From an optimization exercise on the open Yosys and OpenROAD flow, aimed at a short achievable clock period and few clock cycles per item; shortcuts taken in it are not production practice. Where RTL was checked, it was by simulation tests only, not by an equivalence proof against the original. For runs 4 to 6, only the layout was checked, not whether the RTL still works. No activity file was given, so power comes from the tool's default toggle rates.

$ cat design.v
`timescale 1ns / 1ps
`timescale 1ns / 1ps
`timescale 1ns / 1ps
`timescale 1ns / 1ps
module RegFile(
    input         clk, reset, wen,
    input  [4:0]  waddr,
    input  [31:0] wdata,
    input  [4:0]  raddr1, raddr2,
    output [31:0] rdata1, rdata2
);
    reg [31:0] regs [0:31];
    reg [31:0] valid;
    always @(posedge clk) begin
        if (reset)
            valid <= 32'd0;
        else if (wen)
            valid[waddr] <= 1'b1;
    end
    always @(posedge clk)
        if (wen)
            regs[waddr] <= wdata;
    assign rdata1 = valid[raddr1] ? regs[raddr1] : 32'd0;
    assign rdata2 = valid[raddr2] ? regs[raddr2] : 32'd0;
endmodule
`timescale 1ns / 1ps
module alu_32(
    input  [31:0] A, B,
    input         op_add, op_sub, op_slt, op_nor, op_or, op_and,
    output [31:0] Y
);
    wire        inv = op_sub | op_slt;
    wire [31:0] sum = A + (inv ? ~B : B) + {31'd0, inv};
    wire        lt  = (A[31] ^ B[31]) ? A[31] : sum[31];
    wire [31:0] orv = A | B;
    assign Y = ({32{op_add | op_sub}} & sum)
             | {31'd0, op_slt & lt}
             | ({32{op_nor}} & ~orv)
             | ({32{op_or}}  & orv)
             | ({32{op_and}} & (A & B));
endmodule
`timescale 1ns / 1ps
module Controller(
    input  [31:0] w,
    output        alu_src, mem2reg, reg_write, mem_write,
    output [31:0] imm,
    output        op_add, op_sub, op_slt, op_nor, op_or, op_and
);
    wire [6:0] opc = w[6:0];
    wire [2:0] f3  = w[14:12];
    wire [6:0] f7  = w[31:25];
    wire is_r  = (opc == 7'b0110011);
    wire is_i  = (opc == 7'b0010011);
    wire is_ld = (opc == 7'b0000011);
    wire is_st = (opc == 7'b0100011);
    wire is_mem = is_ld | is_st;
    assign alu_src   = is_i | is_mem;
    assign mem2reg   = is_ld;
    assign reg_write = is_r | is_i | is_ld;
    assign mem_write = is_st;
    assign imm = is_st ? {{20{w[31]}}, w[31:25], w[11:7]}
               : (is_i | is_ld) ? {{20{w[31]}}, w[31:20]}
               : 32'd0;
    wire f0 = (f3 == 3'd0);
    wire mem_add = (f3 == 3'd2);
    assign op_add = is_mem ? mem_add
                  : f0 & (~is_r | (f7 == 7'h00));
    assign op_sub = ~is_mem & is_r & f0 & (f7 == 7'h20);
    assign op_slt = ~is_mem & (f3 == 3'd2);
    assign op_nor = ~is_mem & (f3 == 3'd4);
    assign op_or  = ~is_mem & (f3 == 3'd6);
    assign op_and = ~(op_add | op_sub | op_slt | op_nor | op_or);
endmodule
`timescale 1ns / 1ps
`timescale 1ns / 1ps
`timescale 1ns / 1ps
module processor
(
    input clk, reset,
    output [5:0]  imem_addr,
    input  [31:0] imem_data,
    output [6:0]  dmem_addr,
    output [31:0] dmem_wdata,
    output        dmem_we,
    input  [31:0] dmem_rdata,
    output        result_valid,
    output [31:0] Result
);
    reg  [5:0] pc;
    always @(posedge clk)
        if (reset) pc <= 6'd0;
        else       pc <= pc + 6'd1;
    assign imem_addr = pc;
    wire [31:0] w = imem_data;
    wire [4:0]  rs1 = w[19:15];
    wire [4:0]  rs2 = w[24:20];
    wire        d_alu_src, d_mem2reg, d_reg_write, d_mem_write;
    wire [31:0] d_imm;
    wire        d_sub, d_slt, d_nor, d_or, d_and, d_add;
    Controller ctrl(
        .w(w), .alu_src(d_alu_src), .mem2reg(d_mem2reg), .reg_write(d_reg_write),
        .mem_write(d_mem_write), .imm(d_imm),
        .op_add(d_add), .op_sub(d_sub), .op_slt(d_slt), .op_nor(d_nor),
        .op_or(d_or), .op_and(d_and) );
    wire        e_wen;
    wire [4:0]  e_rd;
    wire [31:0] e_wdata;
    wire [31:0] rdata1, rdata2;
    RegFile RF(
        .clk(clk), .reset(reset), .wen(e_wen), .waddr(e_rd), .wdata(e_wdata),
        .raddr1(rs1), .raddr2(rs2), .rdata1(rdata1), .rdata2(rdata2) );
    reg        e_valid;
    reg [4:0]  e_rd_q;
    reg        e_reg_write, e_mem_write, e_mem2reg;
    reg        e_add, e_sub, e_slt, e_nor, e_or, e_and;
    reg [31:0] a_q, b_q, sd_q;
    reg        fa_q, fb_q, fsd_q;
    reg [31:0] wb_q;
    reg [31:0] res_q;
    reg        rv_q;
    assign e_rd = e_rd_q;
    wire e_writes = e_valid & e_reg_write;
    wire fa  = e_writes & (e_rd_q == rs1);
    wire fsd = e_writes & (e_rd_q == rs2);
    always @(posedge clk) begin
        if (reset) begin
            e_valid <= 1'b0;
            rv_q    <= 1'b0;
        end else begin
            e_valid <= 1'b1;
            rv_q    <= e_valid;
        end
        e_rd_q      <= w[11:7];
        e_reg_write <= d_reg_write;
        e_mem_write <= d_mem_write;
        e_mem2reg   <= d_mem2reg;
        e_add <= d_add; e_sub <= d_sub; e_slt <= d_slt;
        e_nor <= d_nor; e_or  <= d_or;  e_and <= d_and;
        a_q   <= rdata1;
        b_q   <= d_alu_src ? d_imm : rdata2;
        sd_q  <= rdata2;
        fa_q  <= fa;
        fb_q  <= fsd & ~d_alu_src;
        fsd_q <= fsd;
    end
    wire [31:0] A  = fa_q  ? wb_q : a_q;
    wire [31:0] B  = fb_q  ? wb_q : b_q;
    wire [31:0] SD = fsd_q ? wb_q : sd_q;
    wire [31:0] res;
    alu_32 ALU(
        .A(A), .B(B), .op_add(e_add), .op_sub(e_sub), .op_slt(e_slt),
        .op_nor(e_nor), .op_or(e_or), .op_and(e_and), .Y(res) );
    assign dmem_addr  = res[8:2];
    assign dmem_wdata = SD;
    assign dmem_we    = e_valid & e_mem_write;
    assign e_wdata = e_mem2reg ? dmem_rdata : res;
    assign e_wen   = e_writes & ~reset;
    always @(posedge clk) begin
        wb_q  <= e_wdata;
        res_q <= res;
    end
    assign Result       = res_q;
    assign result_valid = rv_q & ~reset;
endmodule  
$ cat run.sh
#!/bin/bash
# synth_recipe.tcl (not shown) runs the flow's synth.tcl, then flattens the netlist and writes it again
# the make line also repeats each setting of config.mk as NAME=value (left out here)
make -C /OpenROAD-flow-scripts/flow DESIGN_CONFIG=/design/flow/config.mk WORK_HOME=/design/flow/orfs CLKGATE_MAP_FILE= SYNTH_SCRIPT=/design/flow/synth_recipe.tcl finish
$ cat config.mk
export PLATFORM = sky130hd
export DESIGN_NAME = processor
export DESIGN_NICKNAME = processor
export VERILOG_FILES = /design/flow/design.v
export SDC_FILE = /design/flow/constraint.sdc
export NUM_CORES = 8
export LEC_CHECK = 0
export CAP_MARGIN = 20
export CORE_MARGIN = 2
export CORE_UTILIZATION = 40
export SLEW_MARGIN = 20
$ cat constraint.sdc
create_clock -name core_clock -period 11.0 [get_ports {clk}]
set_input_delay 2.2000 -clock core_clock [delete_from_list [all_inputs] [get_ports {clk}]]
set_output_delay 2.2000 -clock core_clock [all_outputs]
set_load 0.01 [all_outputs]
==> flow_summary.toml, run 1 <==
[run_status]
outcome = "finished clean"

[power]
seq_power_share_pct = 49.9
clockPowerShare_pct = 43.4
pwr-share-comb_pct = 6.7
intPower_mw = 7.96
power_density_nw_per_um2 = 155
p_sw_share_pct = 22.4
p_sw_mw = 2.30
vdd.ir_drop.worst_mv = 0.103
p_leak_nw = 21.8

[global_route]
antenna_found_initial = 8
overflow = 0
grt_max_degree = 118
grt_pass1_wl_mm = 251
grt_pass1_vias = 33400
groute.usage.overall_pct = 24.2

[clock_tree]
clk_pin_slew_ns = 0.06
cts_hold_buf = 0
clockBufferDepth = 3
cts_htree_levels = 4
clock_latency_ns = 0.78
cts-resized-gates = 0
cts_tree = "done"
cts_setup_buffers = 0
root_buffer = "clkbuf_16"
clkSinkCount = 1241
cts_buffers = 136

[sta]
worst_slack_ns = 3.62
timing.final.max_slew_violations = 0
max-slew-margin-rel_pct = 25.5
fmax_mhz = 135
worst_pin_slew_ns = 1.11
period_needed_ns = 7.38
skew_ns = 0.0270
fin_setup_tns_ns = 0
hold_ws_ns = 0.467
hold_viol = 0
period_share_pct = 67.1
rsz0062_at_grt = "false"
setup-violations-final = 0

[synth]
synth_seq_cells = 1241
async_reset_ff_share_pct = 0
ys_types = 70
seq_area_frac_synth_pct = 60.5
yosys_warnings = 2
netlist_area_um2 = 58000
syn_avg_cell_area_um2 = 18.4
netlist_instances = 3147
synth_nets = 3251
ys.flop_type = "edfxtp_1"
synth-edff-count = 1024

[finish]
nets = 3376
fin_area_um2 = 66000
syn2layout_area_growth_pct = 13.8
fill_cells = 12200
final_cells = 5291
drive_gt1_share_pct = 32.8

[floorplan]
dieArea_um2 = 148000
die_y_um = 385
rows = 139
core_um2 = 144000
die_w_um = 385
initial_utilization_pct = 40.3
ios = 145

[setup_path]
max_stage_delay_ns = 0.69
worstPathCellList = "buf_4, mux2_2, xnor2_1, fa_1, a211oi_1, o21bai_1, a21oi_1, o21bai_1, a21oi_1, xor2_1, o21ai_0, clkdlybuf4s50_1"
r2r-end = "RF.regs[6][24]"
cp-start-kind = "register"
cp-end-kind = "output port"
rrSetupSlack_ns = 5.82
arrival_ns = 5.18
cp_data_required_time_ns = 8.80
cp_max_fo = 36
r2r-start = "fb_q"
crit_slowest_cell = "o21ai_0"
crit_type = "register to output port"
worstRegToRegCells = 12

[routing]
detail_route.iter0.violations = 4013
drc = 0
viasPerCell = 6.24
ant_nets = 0
routed_wl_mm = 177
via_count = 33000
wl_per_cell_um = 33.4
first_pass_iters = 7

[place]
gp_congestion = 0.872
pre_cts_slack_ns = 4.55
io_buffers = 144
placedCellCount = 5037
placed_area_um2 = 61700
dp_hpwl_mm = 99.4

[hold_path]
min_from = "pc[0]"
min_to = "pc[0]"
hp-class = "register to register"
holdPathStages = 1

[job]
max_cap_viol_count = 0
==> stage by stage <==
stage,util (%),power (mW)
after floorplan,-,5.68
after global placement,42.9,5.91
after detailed placement,42.9,5.91
after CTS,45.9,10.3
after global routing,45.9,10.5
final,45.9,10.3
==> power by group through the flow <==
stage               Sequential (mW)  Combinational (mW)  Clock (mW)
floorplan                      5.21               0.468           0
global placement               5.22               0.687           0
detailed placement             5.22               0.688           0
CTS                            5.12               0.689        4.51
global route                   5.12               0.724        4.70
finish                         5.12               0.684        4.45
==> state kept, by name, indices dropped and copies added, names as in the netlist, 5 cells and up <==
register / flops
RF.regs: 1024
RF.valid: 32
a_q: 32
b_q: 32
e_rd_q: 5
pc: 6
res_q: 32
sd_q: 32
wb_q: 32
==> layout by cell type, fill, tap and decap left out, drive strengths merged, types with 49 or more instances in the layout <==
master,Yosys,layout
edfxtp,1024,1024
mux4,660,660
dfxtp,217,217
nor2,184,184
clkbuf,110,184
clkdlybuf4s50,0,134
mux2,109,109
nand2,101,101
mux2i,96,96
a21oi,84,84
buf,119,82
xnor2,57,57
o21ai,52,52
clkinv,0,49
==> final cells by class <==
cell class	count	area, um^2	share of cell area, %
Multi-Input combinational cell	1642	22000	33.4
Tap cell	1903	2380	3.61
Timing Repair Buffer	216	2040	3.10
Antenna cell	4	10.0	0.0152
Sequential cell	1241	35100	53.2
Inverter	35	131	0.199
Clock buffer	184	3730	5.65
Clock inverter	66	549	0.832
==> cells in the mapped netlist (8+ instances only) <==
cell | n | area [um^2]
edfxtp_1 | 1024 | 30700
mux4_2 | 649 | 14600
dfxtp_1 | 217 | 4340
nor2_1 | 184 | 691
clkbuf_1 | 109 | 409
mux2_2 | 109 | 1230
nand2_1 | 101 | 379
mux2i_1 | 95 | 951
a21oi_1 | 75 | 375
buf_2 | 68 | 340
xnor2_1 | 57 | 499
o21ai_0 | 51 | 255
ha_1 | 37 | 463
inv_1 | 35 | 131
buf_1 | 33 | 124
nand2b_1 | 31 | 194
nand3_1 | 24 | 120
nor3_1 | 17 | 85.1
xor2_1 | 15 | 131
buf_4 | 13 | 97.6
a21o_1 | 11 | 82.6
mux4_1 | 11 | 289
o211ai_1 | 11 | 82.6
a31oi_1 | 10 | 62.6
nand4_1 | 10 | 62.6
nor2b_1 | 10 | 62.6
a211oi_1 | 9 | 67.6
a21oi_2 | 9 | 78.8
a221oi_1 | 8 | 70.1
==> how the worst max path moves through the flow <==
stage,start,to,slack (ns)
floorplan,fa_q,dmem_addr[6],5.80
global placement,fb_q,dmem_addr[6],4.55
detailed placement,fb_q,dmem_addr[6],4.55
CTS,fb_q,dmem_addr[6],3.66
global route,fb_q,dmem_addr[6],3.48
finish,fb_q,dmem_addr[6],3.62
==> worst max-delay path, delay by kind of cell (launching register included) <==
kind	cells	cell delay, ns
AO/OA/AOI/OAI	6	1.67
buffers and inverters	2	1.22
adder cells (fa/ha/maj)	1	0.47
flip-flops	1	0.31
XOR/XNOR	2	0.25
multiplexers	1	0.44
==> cells by family after synthesis <==
kind of cell / Yosys count / synth area share [%]
compound gates: 243 / 2.72
xor+xnor: 72 / 1.09
fa+ha+maj: 38 / 0.833
buf+inv: 264 / 2.01
flops: 1241 / 60.5
mux: 865 / 29.5
simple gates: 424 / 3.33
==> routing by layer <==
metal	up-vias	routed length, um	GRT usage, %
li1	13400	-	-
met1	17900	73100	33.7
met2	1525	84300	38.6
met3	249	13700	4.35
met4	0	5670	7.90
met5	-	0	0
Testbench counts, summed over its fixed seeds: cycles 51,360, results 51,200.
==> run 2, diff against run 1 <==
--- a/config.mk
+++ b/config.mk
@@ -6,6 +6,8 @@
 export NUM_CORES = 8
 export LEC_CHECK = 0
+export ABC_CLOCK_PERIOD_IN_PS = 4000
 export CAP_MARGIN = 20
 export CORE_MARGIN = 2
 export CORE_UTILIZATION = 40
+export SETUP_SLACK_MARGIN = 5
 export SLEW_MARGIN = 20
==> flow_summary.toml, run 2 <==
[power]
vdd.ir_drop.worst_mv = 0.103
seq_power_share_pct = 49.9
intPower_mw = 7.96
pwr-share-comb_pct = 6.7
p_leak_nw = 22.0
p_sw_mw = 2.30
clockPowerShare_pct = 43.4
power_density_nw_per_um2 = 155
p_sw_share_pct = 22.4

[synth]
syn_avg_cell_area_um2 = 18.4
netlist.top_cell.by_area = "edfxtp_1"
synthAdderAreaFrac_pct = 0.833
yosys_warnings = 2
netlist_top_cells_area = "edfxtp_1 (53%), mux4_2 (25%), dfxtp_1 (7.5%)"
synth_top_family_by_area = "multiplexers"
synth-simple-area-share_pct = 3.33
synth_nets = 3251
synth_top_area_share_pct = 53.0
netlist_instances = 3147
yosys.area_share.xor_xnor_pct = 1.09
ys_types = 70
seq_area_frac_synth_pct = 60.5
netlist_area_um2 = 58000
synth.most_common_cell = "edfxtp_1"
async_reset_ff_share_pct = 0
synth-compound-area-share_pct = 2.72
synth_seq_cells = 1241
synth-edff-count = 1024
synth_mux_area_share_pct = 29.5
ys.flop_type = "edfxtp_1"
synthTopCellsByCount = "edfxtp_1 (1024), mux4_2 (649), dfxtp_1 (217)"

[finish]
multi_input_area_um2 = 22100
nets = 3396
largest_reg_flops = 1024
regMostFlops = "RF.regs"
final_cells = 5310
ff_latch_area_um2 = 35100
drive_gt1_share_pct = 33.7
syn2layout_area_growth_pct = 14.3
final_common_cell = "edfxtp_1"
mostFrequentLayoutCells = "edfxtp_1 (1024), mux4_2 (649), dfxtp_1 (211)"
fin_area_um2 = 66300
fill_cells = 12200

[clock_tree]
cts_tree = "done"
root_buffer = "clkbuf_16"
clock_latency_ns = 0.78
clkSinkCount = 1241
cts_hold_buf = 0
clockBufferDepth = 3
cts_buffers = 136
cts_htree_levels = 4
clk_pin_slew_ns = 0.06

[routing]
first_pass_iters = 5
viasPerCell = 6.24
routed_wl_mm = 178
detail_route.iter0.violations = 3982
drc = 0
via_count = 33200
wl_per_cell_um = 33.5
ant_nets = 0

[sta]
fmax_mhz = 169
rsz0062_at_grt = "false"
timing.final.max_slew_violations = 0
skew_ns = 0.0348
setup-violations-final = 0
hold_viol = 0
fin_setup_tns_ns = 0
period_share_pct = 53.8
max-slew-margin-rel_pct = 26.1
period_needed_ns = 5.92
worst_slack_ns = 5.08
worst_pin_slew_ns = 1.11
hold_ws_ns = 0.466

[floorplan]
core_um2 = 144000
dieArea_um2 = 148000
ios = 145
initial_utilization_pct = 40.3
die_y_um = 385
die_w_um = 385
rows = 139

[place]
gp_congestion = 0.872
placedCellCount = 5037
dp_hpwl_mm = 99.4
pre_cts_slack_ns = 4.55
io_buffers = 144
placed_area_um2 = 61700

[hold_path]
hp-class = "register to register"

[setup_path]
crit_type = "register to output port"
cp_max_fo = 6
cp_data_required_time_ns = 8.80
cp-end-kind = "output port"
cp-start-kind = "register"
arrival_ns = 3.72

[global_route]
antenna_found_initial = 8
grt_max_degree = 118
groute.usage.overall_pct = 24.3
grt_pass1_wl_mm = 253
grt_pass1_vias = 33500
overflow = 0

[run_status]
outcome = "finished clean"

[job]
max_cap_viol_count = 0
[run 2: cell count changes in the layout (fill, tap and decap cells not counted), sizes merged]
cell           previous run  this run
clkdlybuf4s50           134       129
buf                      82       101
bufbuf                    0         2
clkbuf                  184       185
dlygate4sd2               0         2
diode                     4         3
dlymetal6s2s              0         1
[run 2: final timing paths]
| path | startpoint | end | slack (ns) | depth (start not counted) |
|---|---|---|---|---|
| setup / recovery | fb_q | dmem_addr[2] | 5.08 | 9 |
| hold / removal | pc[0] | pc[0] | 0.47 | 1 |
| setup reg to reg | fa_q | RF.regs[6][24] | 6.11 | 13 |
| hold reg to reg | pc[0] | pc[0] | 0.47 | 1 |
[run 2: cell type report]
type / instances / share of cell area, %
timing repair buffer: 236 / 3.45
clock inverter: 66 / 0.829
antenna: 3 / 0.0113
tap: 1903 / 3.59
multi-input combinational: 1642 / 33.3
clock buffer: 184 / 5.62
sequential: 1241 / 52.9
inverter: 35 / 0.198
[run 2: critical path: stages (launching register included)]
cell             delay [ns]
dfxtp_4                0.36
buf_12                 0.11
mux2_2                 0.37
xnor2_1                0.14
ha_1                   0.34
buf_4                  0.16
a211oi_2               0.21
o21ai_0                0.14
o21ai_1                0.48
clkdlybuf4s50_1        0.65
[run 2: power groups by stage]
| stage | clock network, mW | logic [mW] | registers [mW] |
|---|---|---|---|
| after floorplan | 0 | 0.468 | 5.21 |
| after global placement | 0 | 0.687 | 5.22 |
| after detailed placement | 0 | 0.688 | 5.22 |
| after CTS | 4.51 | 0.691 | 5.12 |
| after global routing | 4.70 | 0.728 | 5.12 |
| final | 4.45 | 0.688 | 5.12 |
[run 2: through the flow]
stage,util (%),power [mW]
floorplan,-,5.68
global placement,42.9,5.91
detailed placement,42.9,5.91
CTS,46.0,10.3
global route,46.1,10.5
finish,46.1,10.3
[run 2: kinds of logic after synthesis]
logic type	count (synthesis)
and+or+nand+nor	424
adders and majority gates	38
buffers and inverters	264
xor gates and xnor gates	72
DFF	1241
muxes	865
AOI/OAI and AO/OA	243
[run 2: timing repair]
action	4_1_cts	5_1_grt
pin swaps	7	9
cloned	2	1
buffers inserted	8	9
resized for setup	38	6
setup endpoints to repair	7	4
[run 2: layer usage]
metal | vias to the layer above | track usage (%) | part of all wire, % | wire, um
met3 | 233 | 4.38 | 8.3 | 14800
met4 | 0 | 8.22 | 3.1 | 5590
met5 | - | 0 | 0 | 0
met1 | 17900 | 33.9 | 41 | 72700
met2 | 1584 | 38.6 | 48 | 84800
li1 | 13400 | - | - | -
==> run 3, diff against run 2 <==
==> flow/run.sh (new file) <==
#!/bin/bash
set -euo pipefail
bash standard.sh SETUP_SLACK_MARGIN=6.6 ABC_CLOCK_PERIOD_IN_PS=4000 finish > standard.log 2>&1
==> standard.sh (new file) <==
#!/bin/bash
# synth_recipe.tcl (not shown) runs the flow's synth.tcl, then flattens the netlist and writes it again
# the make line also repeats each setting of config.mk as NAME=value (left out here)
make -C /OpenROAD-flow-scripts/flow DESIGN_CONFIG=/design/flow/config.mk WORK_HOME=/design/flow/orfs CLKGATE_MAP_FILE= SYNTH_SCRIPT=/design/flow/synth_recipe.tcl "${@:-finish}"
--- a/config.mk
+++ b/config.mk
@@ -6,8 +6,6 @@
 export NUM_CORES = 8
 export LEC_CHECK = 0
-export ABC_CLOCK_PERIOD_IN_PS = 4000
 export CAP_MARGIN = 20
 export CORE_MARGIN = 2
 export CORE_UTILIZATION = 40
-export SETUP_SLACK_MARGIN = 5
 export SLEW_MARGIN = 20
removed: run.sh
==> flow_summary.toml, run 3 <==
[clock_tree]
clock_latency_ns = 0.78
clockBufferDepth = 3
cts_hold_buf = 0
cts_tree = "done"
clk_pin_slew_ns = 0.06
cts_buffers = 136
clkSinkCount = 1241
cts_htree_levels = 4
root_buffer = "clkbuf_16"

[synth]
netlist_top_cells_area = "edfxtp_1 (53%), mux4_2 (25%), dfxtp_1 (7.5%)"
ys.flop_type = "edfxtp_1"
netlist_instances = 3147
netlist.top_cell.by_area = "edfxtp_1"
async_reset_ff_share_pct = 0
ys_types = 70
syn_avg_cell_area_um2 = 18.4
synth_nets = 3251
synth-edff-count = 1024
seq_area_frac_synth_pct = 60.5
synth_seq_cells = 1241
synthTopCellsByCount = "edfxtp_1 (1024), mux4_2 (649), dfxtp_1 (217)"
synth_top_area_share_pct = 53.0
netlist_area_um2 = 58000
yosys_warnings = 2
synth.most_common_cell = "edfxtp_1"

[finish]
syn2layout_area_growth_pct = 16.8
drive_gt1_share_pct = 37.2
mostFrequentLayoutCells = "edfxtp_1 (1024), mux4_2 (649), dfxtp_1 (210)"
diodes = 0
final_common_cell = "edfxtp_1"
nets = 3457
regMostFlops = "RF.regs"
fin_area_um2 = 67700
largest_reg_flops = 1024

[floorplan]
initial_utilization_pct = 40.3
ios = 145
die_w_um = 385
dieArea_um2 = 148000
die_y_um = 385
rows = 139
core_um2 = 144000

[global_route]
grt_pass1_wl_mm = 256
antenna_found_initial = 5
overflow = 0
groute.usage.overall_pct = 24.7
grt_pass1_vias = 33800
grt_max_degree = 91

[place]
dp_hpwl_mm = 98.6
placed_area_um2 = 61700
gp_congestion = 0.865
io_buffers = 144

[hold_path]
min_from = "pc[0]"
holdPathStages = 1
hp-class = "register to register"
min_to = "pc[0]"

[job]
max_cap_viol_count = 0

[sta]
rsz0062_at_grt = "true"
max-slew-margin-rel_pct = 23.3
skew_ns = 0.0373
period_share_pct = 51.9
period_needed_ns = 5.71
worst_pin_slew_ns = 1.15
timing.final.max_slew_violations = 0
fmax_mhz = 175
setup-violations-final = 0
hold_viol = 0
fin_setup_tns_ns = 0

[setup_path]
cp-start-kind = "register"
cp_data_required_time_ns = 8.80
critPathTopFamily = "compound AO/OA/AOI/OAI gates"
cp_max_fo = 5
r2r-end = "RF.regs[4][26]"
worstRegToRegCells = 13
max_stage_delay_ns = 0.35
rrSetupSlack_ns = 6.65
arrival_ns = 3.51
crit_slowest_cell = "dfxtp_4"
r2r-start = "fb_q"
critPathMostFrequentCell = "a21o_1"
worstPathCellList = "buf_12, mux2_4, xnor2_2, ha_4, a21o_1, a31oi_1, nand2_4, a21o_1, a21oi_2, xor2_1, o21ai_2, buf_2"
cp-end-kind = "output port"
crit_type = "register to output port"
worst-path-buf-inv = 2

[power]
p_leak_nw = 22.8
power_density_nw_per_um2 = 152
vdd.ir_drop.worst_mv = 0.0977

[routing]
detail_route.iter0.violations = 3964
routed_wl_mm = 183
viasPerCell = 6.34
wl_per_cell_um = 34.0
ant_nets = 0
first_pass_iters = 7
via_count = 34000
drc = 0

[run_status]
outcome = "finished clean"
-- run 3: cell counts after synthesis --
Identical to the previous run, type by type.
-- run 3: cells by family after synthesis --
| logic type | after synthesis | share of synthesized area, % |
|---|---|---|
| flops | 1241 | 60.5 |
| buf+inv | 264 | 2.01 |
| compound gates | 243 | 2.72 |
| simple gates | 424 | 3.33 |
| fa+ha+maj | 38 | 0.833 |
| mux | 865 | 29.5 |
| xor+xnor | 72 | 1.09 |
-- run 3: area by class of cell --
class,count,area [um^2]
clock buffers,187,3830
clock inverters,63,489
fillers,12000,76100
inverters,35,131
multi-input cells,1651,22700
flip-flops and latches,1241,35100
well taps,1903,2380
repair buffers,288,3070
-- run 3: metrics by stage --
step | power (mW) | hold slack [ns] | utilization [%] | cells | worst slack (ns)
finish | 10.3 | 0.470 | 47.1 | 5368 | 5.29
global route | 10.6 | 0.493 | 47.1 | 5368 | 5.19
floorplan | 5.68 | 0.445 | - | 3147 | 6.19
global placement | 5.90 | 0.445 | 42.9 | 5035 | 4.61
CTS | 10.3 | 0.468 | 46.7 | 5338 | 5.25
detailed placement | 5.90 | 0.454 | 42.9 | 5035 | 4.61
-- run 3: power breakdown --
| part | total (mW) | internal [mW] | leakage, nW | switching (mW) |
|---|---|---|---|---|
| Combinational | 0.716 | 0.331 | 9.03 | 0.384 |
| Clock | 4.47 | 2.56 | 2.12 | 1.91 |
| Sequential | 5.12 | 5.10 | 11.6 | 0.0204 |
| Total | 10.3 | 7.99 | 22.8 | 2.31 |
-- run 3: per-layer routing --
metal / track usage (%) / vias to the layer above / wire length (um)
met1: 35.9 / 18300 / 75400
met5: 0 / - / 28
met3: 4.56 / 319 / 17100
li1: - / 13600 / -
met2: 38.1 / 1831 / 84700
met4: 7.62 / 4 / 5490
-- run 3: worst register-to-register path: stages (launching register included) --
cell and delay [ns]:
dfxtp_4 0.36, buf_4 0.15, bufbuf_16 0.38, mux2i_4 0.35
xnor2_1 0.17, ha_2 0.38, a21o_1 0.22, a31oi_1 0.17
o21ai_0 0.12, a221o_1 0.40, o21ai_1 0.30, mux2i_1 0.34
o311ai_4 0.27, mux2_2 0.46
-- run 3: timing repair --
item / 4_1_cts / 5_1_grt
setup buffers: 40 / 23
endpoints found under the setup margin: 1230 / 788
cloned: 13 / 7
pin swaps: 29 / 16
gates resized for setup: 199 / 118
-- run 3: worst max-delay path by stage --
stage | startpoint | end | slack, ns | depth (start not counted)
finish | fb_q | dmem_addr[3] | 5.29 | 12
global route | fb_q | dmem_addr[3] | 5.19 | 12
CTS | fb_q | dmem_addr[6] | 5.25 | 12
detailed placement | imem_data[20] | b_q[22] | 4.61 | 8
global placement | imem_data[20] | b_q[22] | 4.61 | 8
floorplan | fb_q | dmem_addr[3] | 6.19 | 13
==> run 4, diff against run 3 <==
--- a/design.v
+++ b/design.v
@@ -98,4 +98,5 @@
     wire [31:0] d_imm;
     wire        d_sub, d_slt, d_nor, d_or, d_and, d_add;
+    wire        d_mem_add = (w[14:12] == 3'd2);    
     Controller ctrl(
         .w(w), .alu_src(d_alu_src), .mem2reg(d_mem2reg), .reg_write(d_reg_write),
@@ -116,4 +117,6 @@
     reg [31:0] a_q, b_q, sd_q;
     reg        fa_q, fb_q, fsd_q;
+    reg        e_mem_add;
+    reg [6:0]  addr_f_q;
     reg [31:0] wb_q;
     reg [31:0] res_q;
@@ -135,4 +138,5 @@
         e_mem_write <= d_mem_write;
         e_mem2reg   <= d_mem2reg;
+        e_mem_add   <= d_mem_add;
         e_add <= d_add; e_sub <= d_sub; e_slt <= d_slt;
         e_nor <= d_nor; e_or  <= d_or;  e_and <= d_and;
@@ -151,9 +155,14 @@
         .A(A), .B(B), .op_add(e_add), .op_sub(e_sub), .op_slt(e_slt),
         .op_nor(e_nor), .op_or(e_or), .op_and(e_and), .Y(res) );
-    assign dmem_addr  = res[8:2];
+    wire [8:0] addr_nf = e_mem_add ? (a_q[8:0] + b_q[8:0]) : (a_q[8:0] & b_q[8:0]);
+    assign dmem_addr  = fa_q ? addr_f_q : addr_nf[8:2];
     assign dmem_wdata = SD;
     assign dmem_we    = e_valid & e_mem_write;
     assign e_wdata = e_mem2reg ? dmem_rdata : res;
-    assign e_wen   = e_writes & ~reset;
+    assign e_wen   = e_writes;
+    wire [8:0] d_mem_add_sum = e_wdata[8:0] + d_imm[8:0];
+    wire [8:0] d_mem_and     = e_wdata[8:0] & d_imm[8:0];
+    always @(posedge clk)
+        addr_f_q <= d_mem_add ? d_mem_add_sum[8:2] : d_mem_and[8:2];
     always @(posedge clk) begin
         wb_q  <= e_wdata;
==> flow_summary.toml, run 4 <==
[run_status]
outcome = "finished clean"

[sta]
fin_setup_tns_ns = 0
worst_pin_slew_ns = 1.15
setup-violations-final = 0
hold_viol = 0
period_needed_ns = 4.98
timing.final.max_slew_violations = 0
hold_ws_ns = 0.465
period_share_pct = 45.3
skew_ns = 0.0327
rsz0062_at_grt = "true"
fmax_mhz = 201
max-slew-margin-rel_pct = 23.3

[power]
p_leak_nw = 22.5
total_power_mw = 10.6
vdd.ir_drop.worst_mv = 0.0937
power_density_nw_per_um2 = 155

[finish]
drive_gt1_share_pct = 34.8
mostFrequentLayoutCells = "edfxtp_1 (1024), mux4_2 (660), dfxtp_1 (218)"
fin_area_um2 = 68300
largest_reg_flops = 1024
nets = 3528
regMostFlops = "RF.regs"
final_common_cell = "edfxtp_1"
syn2layout_area_growth_pct = 16.0

[routing]
viasPerCell = 6.27
ant_nets = 0
routed_wl_mm = 182
first_pass_iters = 5
via_count = 34200
detail_route.iter0.violations = 4481
drc = 0
wl_per_cell_um = 33.5

[setup_path]
arrival_ns = 2.78
cp_data_required_time_ns = 8.80
crit_start = "a_q[1]"
worstRegToRegCells = 19
crit_type = "register to output port"
r2r-start = "fb_q"
cp_max_fo = 2
cp-start-kind = "register"
cp-end-kind = "output port"

[floorplan]
core_um2 = 146000
die_w_um = 388
initial_utilization_pct = 40.3
ios = 145
rows = 140
die_y_um = 388
dieArea_um2 = 150000

[clock_tree]
clockBufferDepth = 3
clock_latency_ns = 0.78
cts_hold_buf = 0
cts_tree = "done"
root_buffer = "clkbuf_16"
cts_htree_levels = 4
cts_buffers = 134
clk_pin_slew_ns = 0.07
clkSinkCount = 1249

[synth]
syn_avg_cell_area_um2 = 18.2
yosys_warnings = 2
synth.most_common_cell = "edfxtp_1"
netlist_area_um2 = 58800
seq_area_frac_synth_pct = 59.9
async_reset_ff_share_pct = 0
netlist_top_cells_area = "edfxtp_1 (52%), mux4_2 (25%), dfxtp_1 (7.7%)"
ys_types = 76
synth-edff-count = 1024
netlist_instances = 3240
synth_top_area_share_pct = 52.3
ys.flop_type = "edfxtp_1"
synth_seq_cells = 1249
synth_nets = 3360
netlist.top_cell.by_area = "edfxtp_1"
synthTopCellsByCount = "edfxtp_1 (1024), mux4_2 (660), dfxtp_1 (225)"

[hold_path]
min_from = "pc[0]"
holdPathStages = 1
hp-class = "register to register"

[global_route]
antenna_found_initial = 17
grt_max_degree = 101
met2_usage_pct = 38.0
grt_pass1_vias = 34000
groute.usage.overall_pct = 24.0
use_met3_pct = 6.61
overflow = 0
grt_pass1_wl_mm = 254
top_usage_layer = "met2"
grtUsageMet1_pct = 32.7

[place]
gp_congestion = 0.892
placed_area_um2 = 62700
io_buffers = 144
dp_hpwl_mm = 99.3

[job]
max_cap_viol_count = 0
-- run 4: changes by cell type after synthesis, sizes merged, moves of 11 or more --
cell / before / now
mux2i: 96 / 83
ha: 37 / 53
nand2b: 31 / 45
mux2: 109 / 122
nand3: 24 / 35
clkbuf: 110 / 97
nor2: 184 / 169
a21oi: 84 / 103
-- run 4: routing by layer --
layer	wire length, um	vias to the layer above	part of all wire, %
met2	85800	1793	47
met4	4480	8	2.5
met1	72600	18300	40
li1	-	13800	-
met5	49	-	0.027
met3	19400	256	11
-- run 4: kinds of logic (layout without fill, tap and decap cells) --
logic type	after synthesis	count (layout)	share of synthesized area [%]
flip-flops	1249	1249	59.9
multiplexers	865	868	29.1
AND/OR/NAND/NOR	465	465	3.79
AO/OA/AOI/OAI	270	271	2.93
buffers and inverters	256	531	1.95
XOR/XNOR	81	81	1.21
adder cells (fa/ha/maj)	54	54	1.16
other	0	12	0
-- run 4: where the power goes --
part | total, mW | switching [mW] | internal [mW] | leakage [nW]
sequential | 5.15 | 0.0139 | 5.13 | 11.2
combinational | 0.787 | 0.432 | 0.355 | 9.07
clock | 4.64 | 1.92 | 2.72 | 2.21
-- run 4: metrics by stage --
step,setup WS [ns],utilization (%),cells
after floorplan,6.35,-,3240
after global placement,4.92,42.9,5148
after detailed placement,4.96,43.0,5150
after CTS,5.99,46.6,5427
after global routing,5.92,46.8,5438
final,6.02,46.8,5448
-- run 4: worst max-delay path: stages (launching register included) --
cell and delay (ns):
dfxtp_4 0.37, ha_4 0.24, a31o_4 0.23, a21oi_4 0.16
o21bai_4 0.09, a21oi_4 0.18, o21bai_2 0.12, a21oi_2 0.15
o21bai_1 0.10, xnor2_1 0.13, o21ai_1 0.11, buf_2 0.14
-- run 4: area by class of cell --
class,instances,area (um^2)
Antenna cell,12,30.0
Clock buffer,168,3700
Clock inverter,79,815
Fill cell,12300,77700
Inverter,35,134
Multi-Input combinational cell,1739,23100
Sequential cell,1249,35300
Tap cell,1917,2400
Timing Repair Buffer,249,2770
-- run 4: final timing paths --
| kind | end | slack, ns |
|---|---|---|
| setup reg to reg | addr_f_q[6] | 6.43 |
| setup / recovery | dmem_addr[6] | 6.02 |
| hold reg to reg | pc[0] | 0.46 |
| hold / removal | pc[0] | 0.46 |
-- run 4: timing repair --
item / CTS / global route
buffers inserted: 19 / 5
cloned: 11 / 4
gates resized for setup: 149 / 35
pin swaps: 10 / 4
setup endpoints to repair: 858 / 419
==> run 5, diff against run 4 <==
==> flow/run.sh (replaced) <==
#!/bin/bash
set -euo pipefail
bash standard.sh SETUP_SLACK_MARGIN=7.2 ABC_CLOCK_PERIOD_IN_PS=4000 finish > standard.log 2>&1
==> flow_summary.toml, run 5 <==
[routing]
top_layer_used = "met5"
dr_wl_met3_mm = 30.1
viasPerCell = 6.60
wl_per_cell_um = 37.9
routed_wl_mm = 220
dr_wl_met2_mm = 98.6
ant_nets = 0
first_pass_iters = 6
via_count = 38300
drc = 0
met1Wirelength_mm = 81.0
detail_route.iter0.violations = 5960

[place]
dp_hpwl_mm = 97.9
gp_congestion = 0.873
placed_area_um2 = 62900
io_buffers = 144

[synth]
netlist_instances = 3240
seq_area_frac_synth_pct = 59.9
netlist_top_cells_area = "edfxtp_1 (52%), mux4_2 (25%), dfxtp_1 (7.7%)"
synth.most_common_cell = "edfxtp_1"
syn_avg_cell_area_um2 = 18.2
synth_nets = 3360
synth_seq_cells = 1249
async_reset_ff_share_pct = 0
synth-edff-count = 1024
ys.flop_type = "edfxtp_1"
synthTopCellsByCount = "edfxtp_1 (1024), mux4_2 (660), dfxtp_1 (225)"
netlist_area_um2 = 58800
ys_types = 76
netlist.top_cell.by_area = "edfxtp_1"
synth_top_area_share_pct = 52.3
yosys_warnings = 2

[sta]
rsz0062_at_grt = "true"
timing.final.max_slew_violations = 0
setup-violations-final = 0
fin_setup_tns_ns = 0
hold_viol = 0
period_share_pct = 45.1
worst_pin_slew_ns = 1.13
period_needed_ns = 4.96
fmax_mhz = 202
skew_ns = 0.0303
max-slew-margin-rel_pct = 23.2

[floorplan]
initial_utilization_pct = 40.3
rows = 140
ios = 145
die_w_um = 388
core_um2 = 146000
dieArea_um2 = 150000
die_y_um = 388

[hold_path]
hp-class = "register to register"

[global_route]
grt_pass1_wl_mm = 289
groute.usage.overall_pct = 27.6
overflow = 0
antenna_found_initial = 29
grt_max_degree = 86
grt_pass1_vias = 36200

[clock_tree]
clockBufferDepth = 3
cts_buffers = 134
clk_pin_slew_ns = 0.06
cts_htree_levels = 4
cts_tree = "done"
clkSinkCount = 1249
clock_latency_ns = 0.78
root_buffer = "clkbuf_16"

[finish]
mostFrequentLayoutCells = "edfxtp_1 (1024), mux4_2 (660), dfxtp_1 (214)"
largest_reg_flops = 1024
nets = 3894
syn2layout_area_growth_pct = 28.1
fin_area_um2 = 75400
ff_latch_area_um2 = 35300
final_common_cell = "edfxtp_1"
fill_cells = 11400
regMostFlops = "RF.regs"
multi_input_area_um2 = 25900
drive_gt1_share_pct = 46.5

[setup_path]
crit_type = "register to output port"
cp-end-kind = "output port"
cp_data_required_time_ns = 8.80
arrival_ns = 2.76
cp-start-kind = "register"
cp_max_fo = 2

[power]
p_leak_nw = 25.7
vdd.ir_drop.worst_mv = 0.170
power_density_nw_per_um2 = 145

[run_status]
outcome = "finished clean"

[job]
max_cap_viol_count = 0
[run 5: cell counts after synthesis]
No cell type changed its count.
[run 5: path summary, 6_finish.rpt]
check,start,endpoint,slack (ns),cells after the start
worst max register to register,fb_q,RF.regs[14][31],6.52,17
worst max-delay path,b_q[1],dmem_addr[5],6.04,11
worst min-delay path,pc[0],pc[0],0.47,1
worst min register to register,pc[0],pc[0],0.47,1
[run 5: metrics by stage]
step	util, %	setup WS (ns)	hold slack (ns)	total power, mW	cells
global placement	43.1	5.03	0.445	5.98	5156
finish	51.6	6.04	0.472	10.9	5810
detailed placement	43.1	5.04	0.460	5.98	5156
floorplan	-	6.35	0.448	5.79	3240
global route	51.6	5.91	0.514	11.2	5805
CTS	49.8	5.95	0.473	10.9	5654
[run 5: cells by family after synthesis]
family	Yosys count	share of synthesized area, %
AOI/OAI and AO/OA	270	2.93
xor gates and xnor gates	81	1.21
adders and majority gates	54	1.16
buffers and inverters	256	1.95
DFF	1249	59.9
muxes	865	29.1
and+or+nand+nor	465	3.79
[run 5: critical path, stage by stage, from the launching register on]
cell      delay [ns]
dfxtp_4         0.35
ha_4            0.23
a31o_4          0.23
a21oi_4         0.20
o21bai_4        0.08
a21oi_2         0.17
o21bai_2        0.09
a21oi_2         0.16
buf_4           0.13
xnor2_1         0.05
o21ai_1         0.14
buf_2           0.15
[run 5: final cells by class]
cell class | instances | share of cell area (%)
Inverter | 35 | 0.191
Clock inverter | 64 | 1.02
Tap cell | 1917 | 3.18
Multi-Input combinational cell | 1807 | 34.4
Clock buffer | 184 | 5.11
Sequential cell | 1249 | 46.8
Antenna cell | 7 | 0.0232
Timing Repair inverter | 1 | 0.0149
Timing Repair Buffer | 546 | 9.25
[run 5: timing repair]
action	in CTS	in global routing
endpoints found under the hold margin	0	0
resized for setup	666	282
cloned	87	34
pin swaps	56	109
endpoints found under the setup margin	1118	850
hold buffers	0	0
buffers inserted	163	113
[run 5: power by group]
| part | switching [mW] | internal, mW | leakage (nW) | total [mW] |
|---|---|---|---|---|
| registers | 0.0170 | 5.13 | 11.2 | 5.15 |
| logic | 0.542 | 0.473 | 12.2 | 1.01 |
| clock network | 1.95 | 2.82 | 2.26 | 4.77 |
[run 5: metal layers]
layer / up-vias / track usage, %
li1: 14700 / -
met1: 20300 / 37.4
met2: 2832 / 42.6
met3: 527 / 7.47
met4: 14 / 11.0
met5: - / 0
==> run 6, diff against run 5 <==
--- a/design.v
+++ b/design.v
@@ -39,4 +39,35 @@
              | ({32{op_or}}  & orv)
              | ({32{op_and}} & (A & B));
+endmodule
+module prefix9(
+    input  [8:0] g, p,
+    output [8:0] c
+);
+    wire [8:0] g1, p1, g2, p2, g3;
+    genvar i;
+    generate
+        for (i = 0; i < 9; i = i + 1) begin : pf
+            if (i >= 1) begin : l1
+                assign g1[i] = g[i] | (p[i] & g[i-1]);
+                assign p1[i] = p[i] & p[i-1];
+            end else begin : l1z
+                assign g1[i] = g[i];
+                assign p1[i] = p[i];
+            end
+            if (i >= 2) begin : l2
+                assign g2[i] = g1[i] | (p1[i] & g1[i-2]);
+                assign p2[i] = p1[i] & p1[i-2];
+            end else begin : l2z
+                assign g2[i] = g1[i];
+                assign p2[i] = p1[i];
+            end
+            if (i >= 4) begin : l3
+                assign g3[i] = g2[i] | (p2[i] & g2[i-4]);
+            end else begin : l3z
+                assign g3[i] = g2[i];
+            end
+        end
+    endgenerate
+    assign c = {g3[7:0], 1'b0};
 endmodule
 `timescale 1ns / 1ps
@@ -117,5 +148,6 @@
     reg [31:0] a_q, b_q, sd_q;
     reg        fa_q, fb_q, fsd_q;
-    reg        e_mem_add;
+    reg [8:0]  na_q, nb_q;
+    reg        as_f_q, as_sum_q, as_and_q;
     reg [6:0]  addr_f_q;
     reg [31:0] wb_q;
@@ -138,5 +170,9 @@
         e_mem_write <= d_mem_write;
         e_mem2reg   <= d_mem2reg;
-        e_mem_add   <= d_mem_add;
+        na_q     <= ~rdata1[8:0];
+        nb_q     <= ~d_imm[8:0];
+        as_f_q   <= fa;
+        as_sum_q <= ~fa & d_mem_add;
+        as_and_q <= ~fa & ~d_mem_add;
         e_add <= d_add; e_sub <= d_sub; e_slt <= d_slt;
         e_nor <= d_nor; e_or  <= d_or;  e_and <= d_and;
@@ -155,6 +191,12 @@
         .A(A), .B(B), .op_add(e_add), .op_sub(e_sub), .op_slt(e_slt),
         .op_nor(e_nor), .op_or(e_or), .op_and(e_and), .Y(res) );
-    wire [8:0] addr_nf = e_mem_add ? (a_q[8:0] + b_q[8:0]) : (a_q[8:0] & b_q[8:0]);
-    assign dmem_addr  = fa_q ? addr_f_q : addr_nf[8:2];
+    wire [8:0] ag_p = a_q[8:0] ^ b_q[8:0];
+    wire [8:0] ag_g = ~(na_q | nb_q);
+    wire [8:0] ag_c;
+    prefix9 APFX(.g(ag_g), .p(ag_p), .c(ag_c));
+    wire [8:2] ag_sum = ag_p[8:2] ^ ag_c[8:2];
+    assign dmem_addr  = ({7{as_f_q}} & addr_f_q)
+                      | ({7{as_sum_q}} & ag_sum)
+                      | ({7{as_and_q}} & ag_g[8:2]);
     assign dmem_wdata = SD;
     assign dmem_we    = e_valid & e_mem_write;
==> flow/run.sh (replaced) <==
#!/bin/bash
set -euo pipefail
bash standard.sh SETUP_SLACK_MARGIN=6.6 TNS_END_PERCENT=5 finish > standard.log 2>&1
--- a/config.mk
+++ b/config.mk
@@ -10,2 +10,3 @@
 export CORE_UTILIZATION = 40
 export SLEW_MARGIN = 20
+export SYNTH_HIERARCHICAL = 1
==> flow_summary.toml, run 6 <==
[run_status]
outcome = "finished clean"

[sta]
period_needed_ns = 5.01
rsz0062_at_grt = "true"
setup-violations-final = 0
hold_viol = 0
skew_ns = 0.0328
fin_setup_tns_ns = 0
hold_ws_ns = 0.476
fmax_mhz = 200
worst_pin_slew_ns = 1.15
period_share_pct = 45.6
max-slew-margin-rel_pct = 23.0
timing.final.max_slew_violations = 0

[global_route]
grt_pass1_vias = 40200
grt_pass1_wl_mm = 301
grt_max_degree = 108
antenna_found_initial = 8
groute.usage.overall_pct = 27.1
overflow = 0

[power]
intPower_mw = 8.29
power_density_nw_per_um2 = 158
seq_power_share_pct = 48.3
clockPowerShare_pct = 41.8
p_sw_share_pct = 24.7
p_leak_nw = 24.1
pwr-share-comb_pct = 10.0
vdd.ir_drop.worst_mv = 0.129
p_sw_mw = 2.72

[finish]
regMostFlops = "RF.regs"
mostFrequentLayoutCells = "edfxtp_1 (1024), mux2i_1 (520), a221oi_1 (276)"
syn2layout_area_growth_pct = 14.3
largest_reg_flops = 1024
nets = 4337
final_common_cell = "edfxtp_1"
drive_gt1_share_pct = 20.8

[routing]
wl_per_cell_um = 33.9
first_pass_iters = 5
drc = 0
viasPerCell = 6.56
ant_nets = 0
via_count = 41800
detail_route.iter0.violations = 5890
routed_wl_mm = 216

[clock_tree]
cts_htree_levels = 4
root_buffer = "clkbuf_16"
clk_pin_slew_ns = 0.06
cts_tree = "done"
clockBufferDepth = 3
clkSinkCount = 1268
clock_latency_ns = 0.80
cts_buffers = 138

[job]
max_cap_viol_count = 0

[floorplan]
rows = 143
die_w_um = 394
die_y_um = 394
core_um2 = 152000
ios = 145
initial_utilization_pct = 40.1
dieArea_um2 = 155000

[place]
dp_hpwl_mm = 113
io_buffers = 144
gp_congestion = 0.854

[setup_path]
rrSetupSlack_ns = 6.05
worstRegToRegCells = 15
cp-end-kind = "output port"
r2r-start = "fb_q"
r2r-end = "RF.regs[23][19]"
arrival_ns = 2.81
crit_type = "register to output port"
cp-start-kind = "register"
cp_max_fo = 3
cp_data_required_time_ns = 8.80

[synth]
syn_avg_cell_area_um2 = 14.7
synth_nets = 4246
yosys_warnings = 8
netlist_area_um2 = 60800
netlist_instances = 4132

[hold_path]
min_from = "pc[0]"
min_to = "pc[0]"
hp-class = "register to register"
holdPathStages = 1
## run 6: worst max-delay path: stages (launching register included)
cell	delay [ns]
dfxtp_4	0.39
xor2_4	0.17
a211oi_4	0.30
o31ai_2	0.11
a21o_1	0.21
a21o_2	0.20
xor2_1	0.16
a222oi_1	0.25
inv_1	0.06
buf_2	0.15
## run 6: worst max path at each step
stage | startpoint | end | slack [ns] | cells after the start
floorplan | reset | result_valid | 6.35 | 2
CTS | a_q[1] | dmem_addr[6] | 5.88 | 9
global placement | imem_data[20] | b_q[7] | 5.02 | 8
detailed placement | imem_data[20] | b_q[7] | 5.04 | 8
global route | a_q[1] | dmem_addr[6] | 5.84 | 9
finish | a_q[1] | dmem_addr[5] | 5.99 | 9
## run 6: final cells by class
cell class,instances,area (um^2)
inverters,56,219
fillers,13200,82000
flip-flops and latches,1268,35700
multi-input cells,2490,23800
clock buffers,213,4080
well taps,2030,2540
diodes,3,7.51
repair buffers,269,2840
clock inverters,42,385
## run 6: timing repair
| item | in CTS | in global routing |
|---|---|---|
| cloned | 14 | 4 |
| pin swaps | 27 | 8 |
| setup endpoints to repair | 1056 | 809 |
| hold buffers | 0 | 0 |
| resized for setup | 91 | 67 |
| buffers inserted | 30 | 2 |
## run 6: metal layers
metal  up-vias  track usage [%]  wire length (um)
li1      16900                -                 -
met1     21600             39.2             88700
met2      2775             39.1             92100
met3       511             6.77             26600
met4         2             10.5              8520
met5         -                0                11
## run 6: power by group through the flow
stage | sequential, mW | clock, mW | combinational [mW]
global placement | 5.41 | 0 | 1.01
floorplan | 5.40 | 0 | 0.663
detailed placement | 5.41 | 0 | 1.02
finish | 5.31 | 4.60 | 1.10
CTS | 5.31 | 4.64 | 1.06
global route | 5.31 | 4.82 | 1.15
## run 6: per-stage QoR
stage               instance area, um^2  utilization [%]  power [mW]  std cells  worst slack, ns
floorplan                         60900                -        6.06       4132             6.35
global placement                  64000             42.2        6.43       6063             5.02
detailed placement                64000             42.2        6.43       6063             5.04
CTS                               69200             45.7        11.0       6362             5.88
global route                      69500             45.9        11.3       6368             5.84
finish                            69500             45.9        11.0       6371             5.99

==> afterwards: timing with drivers on the ports <==
The results above use ideal ports. As a check the final layouts listed here were re-extracted and re-timed, cells and wires unchanged. Step 1, drivers: a clkbuf_16 drives clk and a buf_2 each remaining input, both assumed. Step 2 adds t to the input delays and takes it off the output delays; t is the mean of the earliest and latest rising clock arrival at the registers after step 1. Input paths then give back, and output paths get back, about the clock's delay inside the block. Three values: ideal, step 1, step 2; two values: the first two.
| run | shift t [ns] | setup slack, ns | clock arrival spread, ns | worst data-port slew with drivers (ns) |
|---|---|---|---|---|
| run 1 | 0.845 | 3.615 / 3.537 / 4.381 | 0.030 / 0.031 | 0.16 |
| run 2 | 0.843 | 5.080 / 5.000 / 5.022 | 0.036 / 0.035 | 0.16 |
| run 3 | 0.833 | 5.291 / 5.214 / 5.860 | 0.038 / 0.038 | 0.10 |
| run 4 | 0.837 | 6.019 / 5.945 / 5.687 | 0.033 / 0.033 | 0.32 |
| run 5 | 0.853 | 6.043 / 5.958 / 5.987 | 0.031 / 0.031 | 0.36 |
| run 6 | 0.871 | 5.988 / 5.902 / 5.533 | 0.033 / 0.033 | 0.08 |
After both steps every run listed still meets setup and hold. The setup slack of run 6, which loses most, moves by -0.086 ns with the drivers and by -0.455 ns with both steps.
